Context: an optimization exercise on an open-source flow, tuned for small area and a short achievable clock period. The choices shown serve that exercise and are no tape-out recipe.
RTL that was checked went through simulation tests only; none was proved equivalent to the original.
No activity file was given, so power comes from the tool's default toggle rates.

// CPU
module CPU(clock,reset,MemData,MemOut,rd,wr,PC,IR,MBR,AC,MAR,SR);
For scale: about 3000 cells after synthesis, about 110 I/O pins, roughly 17000 um^2 of cells after synthesis.
==> flow/config.mk <==
export PLATFORM = sky130hd
export DESIGN_NAME = CPU
export DESIGN_NICKNAME = CPU
export VERILOG_FILES = /design/flow/design.v
export SDC_FILE = /design/flow/constraint.sdc
export NUM_CORES = 4
export LEC_CHECK = 0
export ABC_AREA = 1
export CAP_MARGIN = 20
export CORE_MARGIN = 2
export CORE_UTILIZATION = 40
export GPL_ROUTABILITY_DRIVEN = 0
export SLEW_MARGIN = 20
export SYNTH_HIERARCHICAL = 1
==> flow/constraint.sdc <==
create_clock -name core_clock -period 32.0 [get_ports {clock}]
set_input_delay 6.4000 -clock core_clock [delete_from_list [all_inputs] [get_ports {clock}]]
set_output_delay 6.4000 -clock core_clock [all_outputs]
set_load 0.01 [all_outputs]
standard.sh (not shown) runs the stock make flow with config.mk's settings and CLKGATE_MAP_FILE= SYNTH_SCRIPT=/design/flow/synth_recipe.tcl, a recipe that flattens the netlist after the stock synthesis.
==> flow/flow/run.sh <==
#!/bin/bash
set -euo pipefail
MARGIN=$(python3 -c "print(round(${FLOW_PERIOD_NS} - 12.5, 3))")
bash standard.sh SETUP_SLACK_MARGIN=$MARGIN "BUFFER_PORTS_ARGS=-buffer_cell sky130_fd_sc_hd__buf_1" finish > standard_flow.log 2>&1
The starting point ran to the end with no violations.
Next try:
--- a/flow/config.mk
+++ b/flow/config.mk
@@ -12,0 +13 @@
+export GPL_TIMING_DRIVEN = 0
After rerunning: The new run finished with timing, DRC and antenna clean. Flip-flop and latch count is unchanged. Cell area grows by 3.7%. Via count increases by 1.7%. Power is higher by 3.5%. Die area does not change. Combinational power grows by about 6%.
Next try:
--- a/flow/flow/run.sh
+++ b/flow/flow/run.sh
@@ -1,0 +2,2 @@
+# The standard layout (standard.sh: unchanged synthesis and steps) with two
+# settings passed to ORFS:
@@ -3 +5 @@
-MARGIN=$(python3 -c "print(round(${FLOW_PERIOD_NS} - 12.5, 3))")
+MARGIN=$(python3 -c "print(round(${FLOW_PERIOD_NS} - 12, 3))")
--- a/flow/config.mk
+++ b/flow/config.mk
@@ -13 +12,0 @@
-export GPL_TIMING_DRIVEN = 0
The new run completed with no timing, DRC or antenna violations.
Sequential cell count stays the same.
Via count fell by about 0.8%.
Combinational power went down by about 4%.
Wire length decreases by about 1%.
Sequential power barely changes.
Next try:
==> flow/flow/run.sh (replaced) <==
#!/bin/bash
set -euo pipefail
MARGIN=$(python3 -c "print(round(${FLOW_PERIOD_NS} - 11.5, 3))")
bash standard.sh SETUP_SLACK_MARGIN=$MARGIN "BUFFER_PORTS_ARGS=-buffer_cell sky130_fd_sc_hd__buf_1" finish > standard_flow.log 2>&1
--- a/flow/config.mk
+++ b/flow/config.mk
@@ -12 +11,0 @@
-export GPL_ROUTABILITY_DRIVEN = 0
What happened: First-iteration DRC count rises by 7.0%; fmax rises by 2.6%; global-route usage rises by 0.96 points; worst setup slack is better by 290 ps; sequential share of layout area falls by 0.74 points; synthesized cell count stays the same; clock skew barely changes; final cell count rises by 0.86%.
Next try:
--- a/flow/flow/run.sh
+++ b/flow/flow/run.sh
@@ -3 +3 @@
-MARGIN=$(python3 -c "print(round(${FLOW_PERIOD_NS} - 11.5, 3))")
+MARGIN=$(python3 -c "print(round(${FLOW_PERIOD_NS} - 12.5, 3))")
Outcome: The changed run completed with no timing, DRC or antenna violations; wire length drops by 4.2%; register-to-register slack degrades by 430 ps; setup slack got worse by 680 ps; sequential power hardly moves; clock-buffer cell count does not change; worst hold slack stays flat; critical path depth decreases by 3; clock skew barely changes; die area stays the same; clock power is about the same.


the baseline:
Another version of the RTL of CPU (not shown whole).
For scale: ~2700 cells after synthesis, about 150 flip-flops, about 16000 sq um of cells after synthesis.
clock: 32.0 ns
lec_check: 0
abc_area: 1
cap_margin: 20
core_margin: 2
core_utilization: 40
slew_margin: 20
==> flow/flow/run.sh <==
#!/bin/bash
set -euo pipefail
MARGIN=$(python3 -c "print(round(${FLOW_PERIOD_NS} - 16, 3))")
bash standard.sh SETUP_SLACK_MARGIN=$MARGIN "BUFFER_PORTS_ARGS=-buffer_cell sky130_fd_sc_hd__buf_1" finish > standard_flow.log 2>&1
The baseline: PASS, flow complete, no timing, DRC or antenna violations
Modified inputs, the candidate compared to the baseline
==> flow/flow/run.sh <==
#!/bin/bash
set -euo pipefail
MARGIN=$(python3 -c "print(round(${FLOW_PERIOD_NS} - 15, 3))")
bash standard.sh SETUP_SLACK_MARGIN=$MARGIN "BUFFER_PORTS_ARGS=-buffer_cell sky130_fd_sc_hd__buf_1" finish > standard_flow.log 2>&1
Findings:
- The final layout from the candidate, which completed every stage, passed the timing, design-rule and antenna checks at the end of the flow.
- Reported for the candidate and the baseline, number of ports placed on the die boundary turned out identical to the last digit.
- Cell area | the candidate vs the baseline | the candidate larger
- In the route summary, the candidate ends up with a via count exceeding that of the baseline.
- Looking only at power spent charging and discharging nets, and setting everything else aside, the higher value of the candidate and the baseline goes to the candidate.
- Share of the cycle needed by the critical path after routing, the candidate and the baseline: higher on the baseline
- From the baseline to the candidate the numbers moved as follows: wire length rose by 3.2%; number of signal-net buffers in the layout rose by about 16%; minimum setup slack after placement rose by 0.017 ns; clock period minus final worst setup slack fell by 0.74 ns; worst setup slack rose by 0.74 ns.
Function was not checked in any run of this note: the RTL went through the layout flow alone.


== alpha ==
RTL: one of the versions met above, not the one the previous note started from.
Size: ~170 flip-flops, roughly 0.017 mm² of cells after synthesis.
## CPU
module CPU(clock,reset,MemData,MemOut,rd,wr,PC,IR,MBR,AC,MAR,SR);
clock: 32.0 ns
lec_check: 0
abc_area: 1
cap_margin: 20
core_margin: 2
core_utilization: 40
gpl_routability_driven: 0
slew_margin: 20
synth_hierarchical: 1
==> flow/flow/run.sh <==
#!/bin/bash
set -euo pipefail
MARGIN=$(python3 -c "print(round(${FLOW_PERIOD_NS} - 12, 3))")
bash standard.sh SETUP_SLACK_MARGIN=$MARGIN "BUFFER_PORTS_ARGS=-buffer_cell sky130_fd_sc_hd__buf_1" finish > standard_flow.log 2>&1
alpha: PASS, flow complete, no timing, DRC or antenna violations
The following lists how beta was set up differently from alpha:
Settings: removing GPL_ROUTABILITY_DRIVEN (formerly 0).
diff --git a/flow/flow/run.sh b/flow/flow/run.sh
--- a/flow/flow/run.sh
+++ b/flow/flow/run.sh
@@ -1,0 +2,2 @@
+# The standard layout (standard.sh: unchanged synthesis and steps) with two
+# settings passed to ORFS:
@@ -3 +5 @@
-MARGIN=$(python3 -c "print(round(${FLOW_PERIOD_NS} - 12, 3))")
+MARGIN=$(python3 -c "print(round(${FLOW_PERIOD_NS} - 12.5, 3))")
==> notes.md <==
Diff alpha -> beta: maximum ir drop on the vdd rail shows an increase of 8.1%, final cell count went down, share of power burned in the clock network saw an increase.
Comparing alpha and beta, flip-flop and latch share of the layout cell area is lower on alpha.
beta ran to completion and came out clean on the timing, design-rule and antenna checks.
Final hold slack: alpha vs beta — no meaningful difference
When beta is measured against alpha, its timing-limited maximum frequency turns out 2.9 MHz lower.
Diff beta..alpha | total wire length after detailed routing | negligible
Looking at total track usage across alpha and beta, the one that comes out lower is alpha.


Another version of the RTL of CPU (not shown whole).
Size: roughly 3,000 cells after synthesis, ~110 I/O pins, about 0.017 mm2 of cells after synthesis.
Design CPU, start of the top module:
module CPU(clock,reset,MemData,MemOut,rd,wr,PC,IR,MBR,AC,MAR,SR);
clock: 32.0 ns
lec_check: 0
abc_area: 1
cap_margin: 20
core_margin: 2
core_utilization: 40
slew_margin: 20
synth_hierarchical: 1
==> flow/flow/run.sh <==
#!/bin/bash
# The standard layout (standard.sh: unchanged synthesis and steps) with two
# settings passed to ORFS:
set -euo pipefail
MARGIN=$(python3 -c "print(round(${FLOW_PERIOD_NS} - 12.5, 3))")
bash standard.sh SETUP_SLACK_MARGIN=$MARGIN "BUFFER_PORTS_ARGS=-buffer_cell sky130_fd_sc_hd__buf_1" finish > standard_flow.log 2>&1
The baseline ran to the end with no violations.
Change:
==> flow/flow/run.sh (replaced) <==
#!/bin/bash
set -euo pipefail
MARGIN=$(python3 -c "print(round(${FLOW_PERIOD_NS} - 11, 3))")
bash standard.sh SETUP_SLACK_MARGIN=$MARGIN "BUFFER_PORTS_ARGS=-buffer_cell sky130_fd_sc_hd__buf_1" finish > standard_flow.log 2>&1
Effect: The changed run finished clean; wire length climbs by 13%; maximum frequency climbs by 9.0%; via count climbs by 7.3%; core utilization climbs by 8.6 points; total power climbs by about 4%.
Change:
--- a/flow/flow/run.sh
+++ b/flow/flow/run.sh
@@ -3 +3 @@
-MARGIN=$(python3 -c "print(round(${FLOW_PERIOD_NS} - 11, 3))")
+MARGIN=$(python3 -c "print(round(${FLOW_PERIOD_NS} - 12.5, 3))")
Result: Die area does not change; global-route usage is lower by 1.7 points; cell area went down by 16%.


== oak ==
Another version of the RTL of CPU (not shown whole).
Size in the first run: about 2500 cells after synthesis, roughly 170 flip-flops.
==> flow/config.mk <==
export PLATFORM = sky130hd
export DESIGN_NAME = CPU
export DESIGN_NICKNAME = CPU
export VERILOG_FILES = /design/flow/design.v
export SDC_FILE = /design/flow/constraint.sdc
export NUM_CORES = 4
export LEC_CHECK = 0
export ABC_AREA = 1
export CAP_MARGIN = 20
export CORE_MARGIN = 2
export CORE_UTILIZATION = 40
export CTS_BUF_LIST = sky130_fd_sc_hd__clkbuf_4 sky130_fd_sc_hd__clkbuf_8
export SLEW_MARGIN = 20
==> flow/constraint.sdc <==
create_clock -name core_clock -period 32.0 [get_ports {clock}]
set_input_delay 6.4000 -clock core_clock [delete_from_list [all_inputs] [get_ports {clock}]]
set_output_delay 6.4000 -clock core_clock [all_outputs]
set_load 0.01 [all_outputs]
==> flow/flow/run.sh <==
#!/bin/bash
set -euo pipefail
MARGIN=$(python3 -c "print(round(${FLOW_PERIOD_NS} - 13.5, 3))")
bash standard.sh SETUP_SLACK_MARGIN=$MARGIN "BUFFER_PORTS_ARGS=-buffer_cell sky130_fd_sc_hd__buf_1" finish > standard_flow.log 2>&1
oak ran to completion and came out clean on the timing, design-rule and antenna checks.
### oak -> pine
- CTS_BUF_LIST removed (was sky130_fd_sc_hd__clkbuf_4 sky130_fd_sc_hd__clkbuf_8)
-- flow/flow/run.sh --
<<< oak, line 1
#!/bin/bash
set -euo pipefail
MARGIN=$(python3 -c "print(round(${FLOW_PERIOD_NS} - 13.5, 3))")
>>> pine, line 1
#!/bin/bash
# The standard layout (standard.sh, unchanged synthesis and steps) with two
# settings passed to ORFS:
#  - BUFFER_PORTS_ARGS: every port still gets its own buffer, a buf_1 instead
#    of the larger delay cell buffer_ports picks by default.
# The make output goes to standard_flow.log; ORFS keeps each step's log under
# orfs/logs/.
set -euo pipefail
MARGIN=$(python3 -c "print(round(${FLOW_PERIOD_NS} - 13.5, 3))")
## What came out
Changes observed in pine relative to oak: switching share of power -1.9 points; worst-case setup margin in the final layout +0.10 ns; met3 routing resource usage after global routing -0.45 points; mux cell area share after synthesis ~0 delta; layout overhead on the synthesized area +1.2 points. Total wirelength of the detailed-routed design delta (pine − oak): unfavourable. Taking oak as the reference point, the headroom to the max-slew limit of pine rises by 0.68 points.

port drivers added, routing unchanged:
The flow's constraints put no driver on any port. The routed layouts listed below were extracted and timed again, unchanged, in two steps. Step 1: set_driving_cell puts a clkbuf_16 on clock and a buf_2 on each other input, an assumption about the parent block. Step 2 also shifts input and output timing later by t, the mid clock arrival at the registers, as if the neighbouring blocks saw the same clock. Slacks: no drivers / after step 1 / after step 2; pairs: no drivers / after step 1.
run | t, ns | slack for setup (ns) | slew at the worst register clock pin (ns) | pins driven straight from the clock port
the first run of note 1 | 0.502 | 20.128 / 20.073 / 20.575 | 0.07 / 0.07 | 1
the second run of note 1 | 0.510 | 20.482 / 20.427 / 20.806 | 0.08 / 0.08 | 1
the third run of note 1 | 0.500 | 20.535 / 20.480 / 20.910 | 0.07 / 0.07 | 1
the fourth run of note 1 | 0.499 | 20.821 / 20.768 / 21.267 | 0.07 / 0.07 | 1
the fifth run of note 1 | 0.499 | 20.143 / 20.090 / 20.589 | 0.07 / 0.07 | 1
the baseline | 0.497 | 16.788 / 16.732 / 17.075 | 0.08 / 0.08 | 1
the candidate | 0.498 | 17.527 / 17.473 / 17.876 | 0.08 / 0.08 | 1
alpha | 0.500 | 20.535 / 20.480 / 20.910 | 0.07 / 0.07 | 1
beta | 0.499 | 20.143 / 20.090 / 20.589 | 0.07 / 0.07 | 1
the first run of note 4 | 0.501 | 20.060 / 20.007 / 20.508 | 0.08 / 0.08 | 1
the second run of note 4 | 0.504 | 21.049 / 20.997 / 21.387 | 0.08 / 0.08 | 1
the third run of note 4 | 0.501 | 20.060 / 20.007 / 20.508 | 0.08 / 0.08 | 1
oak | 0.534 | 18.404 / 18.354 / 18.341 | 0.10 / 0.10 | 1
pine | 0.489 | 18.509 / 18.458 / 18.266 | 0.07 / 0.07 | 1
After both steps every run listed still meets setup and hold. For pine, which loses most, drivers alone change the setup slack by -0.051 ns; drivers and shift together by -0.243 ns.
